Context: an optimization exercise on an open-source flow, tuned for small area and a short achievable clock period. The choices shown serve that exercise and are no tape-out recipe.
Function was checked by simulation only, so behaviour that the tests miss may differ from the original.
Power is estimated from default activity; no workload was simulated.

==> design/flow/design.v <==
`timescale 1ns / 1ps
module quant_pre(
    input         clk,
    input         reset_n,
    input  [31:0] i_max,
    input  [31:0] i_activation,
    output [31:0] o_unit,
    output [31:0] o_activation
);
    reg [31:0] r_unit;
    reg [31:0] r_activation;
    always@(posedge clk or negedge reset_n) begin
        if (!reset_n) begin
		    r_unit       <= 32'd0;
			r_activation <= 32'd0;
        end else begin
            if (i_activation[30:23] > i_max[30:23]) begin 
                r_unit <= 32'h80000000; 
                r_activation <= 32'hff000000; 
            end else if (i_activation[30:23] < (i_max[30:23] - 8'd8)) begin 
                r_unit <= 32'h00000008;
                r_activation <= 32'd0;
            end else begin
                r_unit <= {2'd1, i_max[22:0], 7'd0};
                case (i_max[30:23] - i_activation[30:23])
                    8'd8:    r_activation <= {9'd1, i_activation[22:0]};
                    8'd7:    r_activation <= {8'd1, i_activation[22:0], 1'd0};
                    8'd6:    r_activation <= {7'd1, i_activation[22:0], 2'd0};
                    8'd5:    r_activation <= {6'd1, i_activation[22:0], 3'd0};
                    8'd4:    r_activation <= {5'd1, i_activation[22:0], 4'd0};
                    8'd3:    r_activation <= {4'd1, i_activation[22:0], 5'd0};
                    8'd2:    r_activation <= {3'd1, i_activation[22:0], 6'd0};
                    8'd1:    r_activation <= {2'd1, i_activation[22:0], 7'd0};
                    default: r_activation <= {1'd1, i_activation[22:0], 8'd0};
                endcase
            end
        end
    end
    assign o_unit = r_unit;
    assign o_activation = r_activation;
endmodule
`timescale 1ns / 1ps
module quant_divider(
	input         clk,
	input         reset_n,
    input  [7:0]  i_index,
	input  [31:0] i_unit,
	input  [31:0] i_activation,
	output [7:0]  o_index,
	output [31:0] o_left,
	output [31:0] o_unit
);
    reg [7:0]  r_index;
    reg [31:0] r_left;
    reg [31:0] r_unit;
    always@(posedge clk or negedge reset_n) begin
        if (!reset_n) begin
            r_index <=  1'd0;
            r_left  <= 32'd0;
            r_unit  <= 32'd0;
        end else begin
            r_unit  <= {1'd0, i_unit[31:1]};  
            if ((i_activation == 32'd0) | (i_activation < i_unit)) begin 
                r_index <= {i_index[6:0], 1'd0};
                r_left  <= i_activation;
            end else begin
                r_index <= {i_index[6:0], 1'd1};
                r_left  <= i_activation - i_unit;
            end
        end
    end
assign o_index = r_index;
assign o_left  = r_left;
assign o_unit  = r_unit;
endmodule
`timescale 1ns / 1ps
module quantizer(
    input         clk,
    input         reset_n,
    input  [31:0] i_max,
    input  [31:0] i_activation,
    output [7:0]  o_index
);
    wire [7:0]  w_index[7:0];
    wire [31:0] w_left [7:0];
    wire [31:0] w_unit [7:0];
    quant_pre u_quant_pre(
        .clk(clk),
        .reset_n(reset_n),
        .i_max(i_max),
        .i_activation(i_activation),
        .o_unit(w_unit[0]),
        .o_activation(w_left[0])
    );
    quant_divider u_quant_divider_1 (
        .clk(clk), .reset_n(reset_n),
        .i_index(8'd0), .i_unit(w_unit[0]), .i_activation(w_left[0]), 
	    .o_index(w_index[0]), .o_left(w_left[1]), .o_unit(w_unit[1])
    );
    quant_divider u_quant_divider_2 (
        .clk(clk), .reset_n(reset_n),
        .i_index(w_index[0]), .i_unit(w_unit[1]), .i_activation(w_left[1]), 
	    .o_index(w_index[1]), .o_left(w_left[2]), .o_unit(w_unit[2])
    );
    quant_divider u_quant_divider_3 (
        .clk(clk), .reset_n(reset_n),
        .i_index(w_index[1]), .i_unit(w_unit[2]), .i_activation(w_left[2]), 
	    .o_index(w_index[2]), .o_left(w_left[3]), .o_unit(w_unit[3])
    );
    quant_divider u_quant_divider_4 (
        .clk(clk), .reset_n(reset_n),
        .i_index(w_index[2]), .i_unit(w_unit[3]), .i_activation(w_left[3]), 
	    .o_index(w_index[3]), .o_left(w_left[4]), .o_unit(w_unit[4])
    );
    quant_divider u_quant_divider_5 (
        .clk(clk), .reset_n(reset_n),
        .i_index(w_index[3]), .i_unit(w_unit[4]), .i_activation(w_left[4]), 
	    .o_index(w_index[4]), .o_left(w_left[5]), .o_unit(w_unit[5])
    );
    quant_divider u_quant_divider_6 (
        .clk(clk), .reset_n(reset_n),
        .i_index(w_index[4]), .i_unit(w_unit[5]), .i_activation(w_left[5]), 
	    .o_index(w_index[5]), .o_left(w_left[6]), .o_unit(w_unit[6])
    );
    quant_divider u_quant_divider_7 (
        .clk(clk), .reset_n(reset_n),
        .i_index(w_index[5]), .i_unit(w_unit[6]), .i_activation(w_left[6]), 
	    .o_index(w_index[6]), .o_left(w_left[7]), .o_unit(w_unit[7])
    );
    quant_divider u_quant_divider_8 (
        .clk(clk), .reset_n(reset_n),
        .i_index(w_index[6]), .i_unit(w_unit[7]), .i_activation(w_left[7]), 
	    .o_index(w_index[7]), .o_left(), .o_unit()
    );
    assign o_index = w_index[7];
endmodule
==> design/flow/run.sh <==
#!/bin/bash
# synth_recipe.tcl (not shown) runs the flow's synth.tcl, then flattens the netlist and writes it again
# the make line also repeats each setting of config.mk as NAME=value (left out here)
make -C /OpenROAD-flow-scripts/flow DESIGN_CONFIG=/design/flow/config.mk WORK_HOME=/design/flow/orfs CLKGATE_MAP_FILE= SYNTH_SCRIPT=/design/flow/synth_recipe.tcl finish
==> design/flow/config.mk <==
export PLATFORM = sky130hd
export DESIGN_NAME = quantizer
export DESIGN_NICKNAME = quantizer
export VERILOG_FILES = /design/flow/design.v
export SDC_FILE = /design/flow/constraint.sdc
export NUM_CORES = 4
export LEC_CHECK = 0
export CAP_MARGIN = 20
export CORE_MARGIN = 2
export CORE_UTILIZATION = 40
export SLEW_MARGIN = 20
==> design/flow/constraint.sdc <==
create_clock -name core_clock -period 4.5 [get_ports {clk}]
set_input_delay 0.9000 -clock core_clock [delete_from_list [all_inputs] [get_ports {clk}]]
set_output_delay 0.9000 -clock core_clock [all_outputs]
set_load 0.01 [all_outputs]
==> flow_summary.yaml <==
run_status:
  outcome: "no timing/DRC/antenna violations"
routing:
  wl_per_cell_um: 16.93
  first_pass_iters: 6
  drt-initial-drc-count: 1063
  drc: 0
  vias: 20360
  vias_per_cell: 5.333
  ant_nets: 0
  wl_um: 64630
clock_network:
  clk_path_buf_depth: 3
  ctsHoldBuffers: 0
  cts_tree: "done"
  root_buffer: "clkbuf_16"
  clk_latency_ps: 600
  cts.clk_slew.worst_paths_ps: 60
  cts_setup_buffers: 0
  cts_sinks: 496
  cts_resized: 0
  htree_levels: 2
  numCtsBuffers: 53
synth:
  async_flop_share_pct: 100.0
  syn_nets: 3105
  yosys_warnings: 3
  yosysSeqAreaShare_pct: 45.27
  synthCells: 2810
  synth_area_mm2: 0.02742
  synth_top_flop_cell: "dfrtp_1"
  synth-seq-cells: 496
  yosys.cell_types.count: 95
  synth_edf_count: 0
  syn_avg_cell_area_um2: 9.757
floorplan:
  num_rows: 95
  ios: 74
  dieArea_mm2: 0.07065
  die-width_um: 265.8
  die_h_um: 265.8
  core_mm2: 0.06751
  start_util_pct: 40.61
final_layout:
  fin_util_pct: 46.34
  fin_nets: 3196
  n_antenna_cell: 0
  drive_gt1_share_pct: 8.288
  n_fill_cell: 6322
  multi_input_area_mm2: 0.01369
  area_growth_pct: 14.12
  seqCellArea_mm2: 0.01241
sta:
  period_minus_slack_ps: 3991
  period_share_pct: 88.68
  worst_pin_slew_ps: 1029
  skew_ps: 25.94
  timing_hold_violations_final: 0
  report.final.slew_viol_count: 0
  clock.fmax_mhz: 250.6
  slew_headroom_pct: 30.76
  rsz0062_at_grt: "no"
  setup_violations: 0
  whs_ps: 275.7
place:
  routabilityCongestion: 0.9494
  hpwl_um: 51190
  port_buffers: 71
power:
  combPwrFrac_pct: 48.3
  switching_share_pct: 39.35
  internal_power_uw: 13360
  ir_worst_vdd_v: 0.0003245
  power_per_cell_area_mw_per_mm2: 704.0
  pwr-share-clk_pct: 19.9
  power.leakage_uw: 0.01356
  sequentialPowerShare_pct: 31.7
  power.switching_uw: 8668
grt:
  grt_pass1_vias: 21250
  grt_pass1_wl_um: 106400
  grt_max_degree: 93
  grtUsageTotal_pct: 18.56
  grt_overflow: 0
  antenna_found_initial: 0
critical_path:
  critPathBufInv: 3
  cp.required_ps: 5010
  cp-end-kind: "flip-flop"
  arrival_ps: 4500
  path_cells: "clkdlybuf4s50_1 > inv_1 > ha_1 > fa_1 > nand3b_1 > nor4_1 > mux2i_1 > o41ai_1 > nor2_1 > nor3b_2 > buf_12 > and2_1 > nand2_1 > nand3_1 > a2bb2oi_1"
  crit_slowest_cell: "clkdlybuf4s50_1"
  critPathMaxStageDelay_ps: 470
  crit_family: "simple AND/OR/NAND/NOR gates"
  crit_type: "in -> reg"
  startpoint_type: "primary input"
  path_max_fanout: 29
flow_run:
  max_cap_violations: 0
hold_path:
  hold_class: "in -> async"
## cells in the mapped netlist (8+ instances only)
cell / n / area share, %
a21boi_0: 8 / 0.22
mux2i_1: 9 / 0.33
dfrtp_1: 496 / 45
inv_1: 272 / 3.7
nor4_1: 73 / 1.7
a222oi_1: 11 / 0.40
a22oi_1: 15 / 0.41
nand3_1: 45 / 0.82
and3_1: 31 / 0.71
nor3_1: 40 / 0.73
xor2_1: 86 / 2.7
a31oi_1: 26 / 0.59
o21ai_0: 220 / 4.0
o31ai_1: 17 / 0.47
xnor2_1: 96 / 3.1
a22o_1: 8 / 0.26
mux2_2: 59 / 2.4
a211oi_1: 20 / 0.55
nor3b_1: 8 / 0.22
a21o_1: 70 / 1.9
o21bai_1: 26 / 0.71
o31a_1: 8 / 0.26
a221oi_1: 16 / 0.51
clkbuf_1: 62 / 0.85
buf_2: 16 / 0.29
ha_1: 225 / 10
or2_2: 8 / 0.18
nand4_1: 22 / 0.50
nor2_1: 151 / 2.1
a32oi_1: 8 / 0.26
nor2b_1: 31 / 0.71
a21oi_1: 189 / 3.5
nand2_1: 240 / 3.3
and2_1: 8 / 0.18
nand2b_1: 25 / 0.57
o21a_1: 29 / 0.79
## cells by family after synthesis
logic type	after synthesis	share of synthesized area [%]
simple gates	722	12.89
compound gates	753	17.60
flops	496	45.27
buf+inv	358	4.988
mux	70	2.875
fa+ha+maj	229	10.56
xor+xnor	182	5.814
## through the flow
| stage | power, uW | cells | area [um2] | TNS (ps) | setup slack, ps |
|---|---|---|---|---|---|
| after detailed placement | 17650 | 3719 | 29470 | -222.2 | -83.63 |
| after CTS | 22180 | 3817 | 31290 | 0 | 521.0 |
| after global routing | 23880 | 3817 | 31290 | 0 | 142.6 |
| after floorplan | 14920 | 2810 | 27420 | 0 | 589.1 |
| final | 22030 | 3817 | 31290 | 0 | 509.3 |
| after global placement | 17320 | 3719 | 29470 | 0 | 26.43 |
## state kept, by name, indices dropped and copies added, names as in the netlist, 3 cells and up
register	flops
u_quant_divider_4.r_unit	25
u_quant_divider_5.r_unit	25
u_quant_divider_7.r_unit	25
u_quant_divider_4.r_index	4
u_quant_divider_2.r_unit	26
u_quant_divider_1.r_unit	26
u_quant_divider_3.r_unit	26
u_quant_divider_7.r_left	32
u_quant_divider_6.r_index	6
u_quant_pre.r_activation	32
u_quant_divider_5.r_index	5
u_quant_divider_8.r_index	8
u_quant_divider_6.r_unit	25
u_quant_divider_7.r_index	7
u_quant_divider_6.r_left	32
u_quant_divider_4.r_left	32
u_quant_divider_3.r_index	3
u_quant_divider_5.r_left	32
u_quant_divider_3.r_left	32
u_quant_divider_1.r_left	32
u_quant_divider_2.r_left	32
u_quant_pre.r_unit	26
## final cells by class
cell class              count  area share, %
clock buffers              73          4.967
clock inverters            25         0.8518
inverters                 274          3.287
multi-input cells        1956          43.75
flip-flops and latches    496          39.67
well taps                 873          3.491
repair buffers            120          3.983
## cells in the final DEF, fill, tap and decap left out, types with 22 or more instances in the layout
master           count
inv_1              272
ha_1               224
o21bai_1            26
o21ai_0            220
nand2b_1            25
a21o_1              70
dfrtp_1            496
buf_4               36
nor4_1              72
clkbuf_16           55
nor3_1              39
a31oi_1             26
o21a_1              29
nand2_1            240
nor2b_1             31
mux2_2              59
nand4_1             22
and3_1              31
nor2_1             150
clkdlybuf4s50_1     70
a21oi_1            189
xnor2_1             96
xor2_1              86
nand3_1             45
## final timing paths
kind,startpoint,to,slack (ps),cells past startpoint
max,i_max[23],u_quant_pre.r_activation[26],510,15
max in group asynchronous,reset_n,u_quant_divider_2.r_left[23],3220,2
min,reset_n,u_quant_divider_6.r_unit[1],280,1
min in group core_clock,u_quant_divider_6.r_index[3],u_quant_divider_7.r_index[4],340,0
max reg2reg,u_quant_divider_5.r_left[2],u_quant_divider_6.r_left[6],530,13
min reg2reg,u_quant_divider_6.r_index[3],u_quant_divider_7.r_index[4],340,0
## power groups by stage
stage	Sequential, uW	Clock, uW	Combinational [uW]
after floorplan	6550	0	8370
after global placement	7050	0	10300
after detailed placement	7070	0	10600
after CTS	7000	4550	10600
after global routing	7150	4720	12000
final	6990	4390	10600
## layer usage
metal | track usage [%] | vias to the layer above | wire (um)
met5 | 0 | - | 0
met4 | 10.58 | 0 | 3872
met3 | 2.403 | 172 | 2069
met2 | 34.96 | 429 | 33630
met1 | 19.87 | 9641 | 25070
li1 | - | 10120 | -

-- port drivers added, routing unchanged --
Ports are ideal in the flow. The routed layout listed here was re-timed in OpenROAD. Step 1 sets driving cells, clkbuf_16 on the clock port and buf_2 on the other inputs (assumed; they add their load-dependent delay and slew). Step 2 adds t to the input delays and takes it off the output delays; t is the mean of the earliest and latest rising clock arrival at the registers after step 1. Input paths then give back, and output paths get back, about the clock's delay inside the block. a / b / c = ideal / step 1 / step 2; a / b = the first two.
t (ns): 0.649
setup slack, ns: 0.509 / 0.526 / -0.107
hold WS [ns]: 0.276 / 0.269 / 0.335
slew at the worst register clock pin (ns): 0.06 / 0.06
With both steps, setup timing fails in this run, where it was met with ideal ports. For this run, drivers alone change the setup slack by +0.017 ns; drivers and shift together by -0.616 ns.
